What follows belongs to an exercise in optimizing a design on an open flow for small area; a production flow would make more cautious choices. In this exercise RTL edits were held to simulation tests only and were not proved equivalent to the original. Power and IR drop assume default switching activity.

==> flow/design.v (excerpt) <==
module registers (
    input [4:0] write_addr,
    input [4:0] read_addr,
    input write,
    input clk,
    input rstn,
    input [32-1:0] write_data,
    output [32-1:0] read_data
);
    reg [31:1] valid;
    reg [32-1:0] regs [1:31];
    wire [31:1] wsel;
    wire [31:1] rsel;
    genvar g, b;
    generate
        for (g = 1; g < 32; g = g + 1) begin : row
            wire [32-1:0] nq;
            assign wsel[g] = write && (write_addr == g);
            assign rsel[g] = valid[g] && (read_addr == g);
            wire wen = !wsel[g];
            for (b = 0; b < 32; b = b + 1) begin : bt
                registers_bit_next u_next (
                    .q(regs[g][b]), .d(write_data[b]), .we(wsel[g]), .wen(wen), .nq(nq[b])
                );
            end
            always @(posedge clk)
                regs[g] <= nq;
        end
        for (b = 0; b < 32; b = b + 1) begin : col
            wire [10:0] yn;
            for (g = 0; g < 10; g = g + 1) begin : grp
                registers_rd3 u_rd3 (
                    .a({regs[3*g+3][b], regs[3*g+2][b], regs[3*g+1][b]}),
                    .s(rsel[3*g+3:3*g+1]),
                    .yn(yn[g])
                );
            end
            assign yn[10] = ~(regs[31][b] & rsel[31]);
            registers_rdsum u_sum (.yn(yn), .y(read_data[b]));
        end
    endgenerate
    always @(posedge clk or negedge rstn) begin
        if (!rstn)
            valid <= 31'b0;
        else
            valid <= valid | wsel;
    end
endmodule
Size: about 2700 cells after synthesis, about 1000 flip-flops, ~35000 sq um of cells after synthesis.
==> flow/config.mk <==
export PLATFORM = sky130hd
export DESIGN_NAME = registers
export DESIGN_NICKNAME = registers
export VERILOG_FILES = /design/flow/design.v
export SDC_FILE = /design/flow/constraint.sdc
export NUM_CORES = 4
export LEC_CHECK = 0
export CAP_MARGIN = 5
export CORE_MARGIN = 2
export CORE_UTILIZATION = 50
export SETUP_SLACK_MARGIN = 0.1
export SLEW_MARGIN = 5
export SYNTH_HIERARCHICAL = 1
==> flow/constraint.sdc <==
create_clock -name core_clock -period 6.0 [get_ports {clk}]
set_input_delay 1.2000 -clock core_clock [delete_from_list [all_inputs] [get_ports {clk}]]
set_output_delay 1.2000 -clock core_clock [all_outputs]
set_load 0.01 [all_outputs]
standard.sh (not shown) runs the stock make flow with config.mk's settings and CLKGATE_MAP_FILE= SYNTH_SCRIPT=/design/flow/synth_recipe.tcl, a recipe that flattens the netlist after the stock synthesis.
==> flow/flow/run.sh <==
#!/bin/bash
# The standard ORFS layout (the standard.sh, standard synthesis included),
# with two changes:
#  - port buffers are buf_1 cells instead of the buffer_ports default pick;
#  - clock tree: larger sink clusters, clkbuf_8 only, no dummy loads.
# make's full output goes to flow.log; each ORFS step keeps its own log
# under orfs/logs/.
set -euo pipefail
export BUFFER_PORTS_ARGS="-buffer_cell sky130_fd_sc_hd__buf_1"
export CTS_ARGS="-sink_clustering_enable -repair_clock_nets -sink_clustering_size 16 -sink_clustering_max_diameter 60 -buf_list {sky130_fd_sc_hd__clkbuf_8} -dont_use_dummy_load"
bash standard.sh finish > flow.log 2>&1
Next try:
==> flow/run.sh (new file) <==
#!/bin/bash
# synth_recipe.tcl (not shown) runs the flow's synth.tcl, then flattens the netlist and writes it again
# the make line also repeats each setting of config.mk as NAME=value (left out here)
make -C /OpenROAD-flow-scripts/flow DESIGN_CONFIG=/design/flow/config.mk WORK_HOME=/design/flow/orfs CLKGATE_MAP_FILE= SYNTH_SCRIPT=/design/flow/synth_recipe.tcl finish
- CAP_MARGIN: 5 -> 20
- CORE_UTILIZATION: 50 -> 60
- SETUP_SLACK_MARGIN: 0.1 -> default
- SLEW_MARGIN: 5 -> 20
removed: flow/flow/run.sh
removed: flow/standard.sh
Effect:
- final area climbs by 6.8%
- cell count drops by 1.5%
- power climbs by 22%
Next try:
- CORE_UTILIZATION: 60 -> 50
- CTS_BUF_LIST: default -> sky130_fd_sc_hd__clkbuf_16 sky130_fd_sc_hd__clkbuf_8
- CTS_CLUSTER_DIAMETER: default -> 60
- CTS_CLUSTER_SIZE: default -> 30
- SETUP_SLACK_MARGIN: default -> 0.2
What happened: The new run finished with timing, DRC and antenna clean. Sequential share of layout area rises by 0.99 points. Maximum frequency rises by 2.5%. Register-to-register slack hardly moves. Power falls by 8.8%. Final cell count rises by 2.3%. Synthesized cell count stays the same.
Next try:
==> flow/flow/run.sh (new file) <==
#!/bin/bash
# The standard ORFS layout (the standard.sh, standard synthesis included),
# with two changes:
#  - port buffers are buf_2 cells instead of the buffer_ports default pick;
#  - clock tree: larger sink clusters, clkbuf_8 only, no dummy loads.
# make's full output goes to flow.log; each ORFS step keeps its own log
# under orfs/logs/.
set -euo pipefail
export BUFFER_PORTS_ARGS="-buffer_cell sky130_fd_sc_hd__buf_2"
export CTS_ARGS="-sink_clustering_enable -repair_clock_nets -sink_clustering_size 16 -sink_clustering_max_diameter 60 -buf_list {sky130_fd_sc_hd__clkbuf_8} -dont_use_dummy_load"
bash standard.sh finish > flow.log 2>&1
==> flow/standard.sh (new file) <==
#!/bin/bash
# synth_recipe.tcl (not shown) runs the flow's synth.tcl, then flattens the netlist and writes it again
# the make line also repeats each setting of config.mk as NAME=value (left out here)
make -C /OpenROAD-flow-scripts/flow DESIGN_CONFIG=/design/flow/config.mk WORK_HOME=/design/flow/orfs CLKGATE_MAP_FILE= SYNTH_SCRIPT=/design/flow/synth_recipe.tcl "${@:-finish}"
- CAP_MARGIN: 20 -> 5
- CORE_UTILIZATION: 50 -> 45
- CTS_BUF_LIST: sky130_fd_sc_hd__clkbuf_16 sky130_fd_sc_hd__clkbuf_8 -> default
- CTS_CLUSTER_DIAMETER: 60 -> default
- CTS_CLUSTER_SIZE: 30 -> default
- SETUP_SLACK_MARGIN: 0.2 -> 0.1
- SLEW_MARGIN: 20 -> 5
removed: flow/run.sh
Outcome: Design area shrinks by 4.7%. Clock power decreases by about 30%. Core utilization is lower by 8.2 points. Setup slack improves by 500 ps. Via count hardly moves. Power falls by 9.1%.
Next try:
--- a/flow/flow/run.sh
+++ b/flow/flow/run.sh
@@ -8,4 +8,4 @@
 set -euo pipefail
 export BUFFER_PORTS_ARGS="-buffer_cell sky130_fd_sc_hd__buf_2"
-export CTS_ARGS="-sink_clustering_enable -repair_clock_nets -sink_clustering_size 16 -sink_clustering_max_diameter 60 -buf_list {sky130_fd_sc_hd__clkbuf_8} -dont_use_dummy_load"
+export CTS_ARGS="-sink_clustering_enable -repair_clock_nets -sink_clustering_size 18 -sink_clustering_max_diameter 60 -buf_list {sky130_fd_sc_hd__clkbuf_8} -dont_use_dummy_load"
 bash standard.sh finish > flow.log 2>&1
- CORE_UTILIZATION: 45 -> 50
=> The new run completed with no timing, DRC or antenna violations. Total power went down slightly. Sequential share of layout area went up by 0.23 points. Synthesized cell count stays the same. Via count went up slightly.

-- what the ideal ports hide --
The flow's constraints put no driver on any port. The routed layouts listed below were extracted and timed again, unchanged, in two steps. Step 1 sets driving cells, clkbuf_16 on the clock port and buf_2 on the other inputs (assumed; they add their load-dependent delay and slew). Step 2 times the ports against the registers' clock, not the clock port: input delays grow and output delays shrink by t, the midpoint of the rising clock arrivals with the driver on. Three values: ideal, step 1, step 2; two values: the first two.
| run | t (ns) | slack for setup (ns) | hold slack, ns | latest minus earliest clock arrival (ns) | cell pins on the clock port's net |
|---|---|---|---|---|---|
| the first run | 0.759 | 0.451 / 0.424 / 0.424 | 0.457 / 0.457 / 0.457 | 0.064 / 0.064 | 1 |
| the second run | 0.724 | 0.140 / 0.117 / 0.117 | 0.449 / 0.449 / 0.449 | 0.032 / 0.031 | 1 |
| the third run | 0.730 | 0.285 / 0.264 / 0.264 | 0.455 / 0.455 / 0.455 | 0.039 / 0.039 | 1 |
| the fourth run | 0.768 | 0.782 / 0.754 / 0.754 | 0.455 / 0.455 / 0.455 | 0.074 / 0.074 | 1 |
| the fifth run | 0.739 | 0.658 / 0.621 / 0.621 | 0.454 / 0.454 / 0.454 | 0.069 / 0.070 | 1 |
After both steps every run listed still meets setup and hold. The setup slack of the fifth run, which loses most, moves by -0.037 ns with the drivers and by -0.037 ns with both steps.
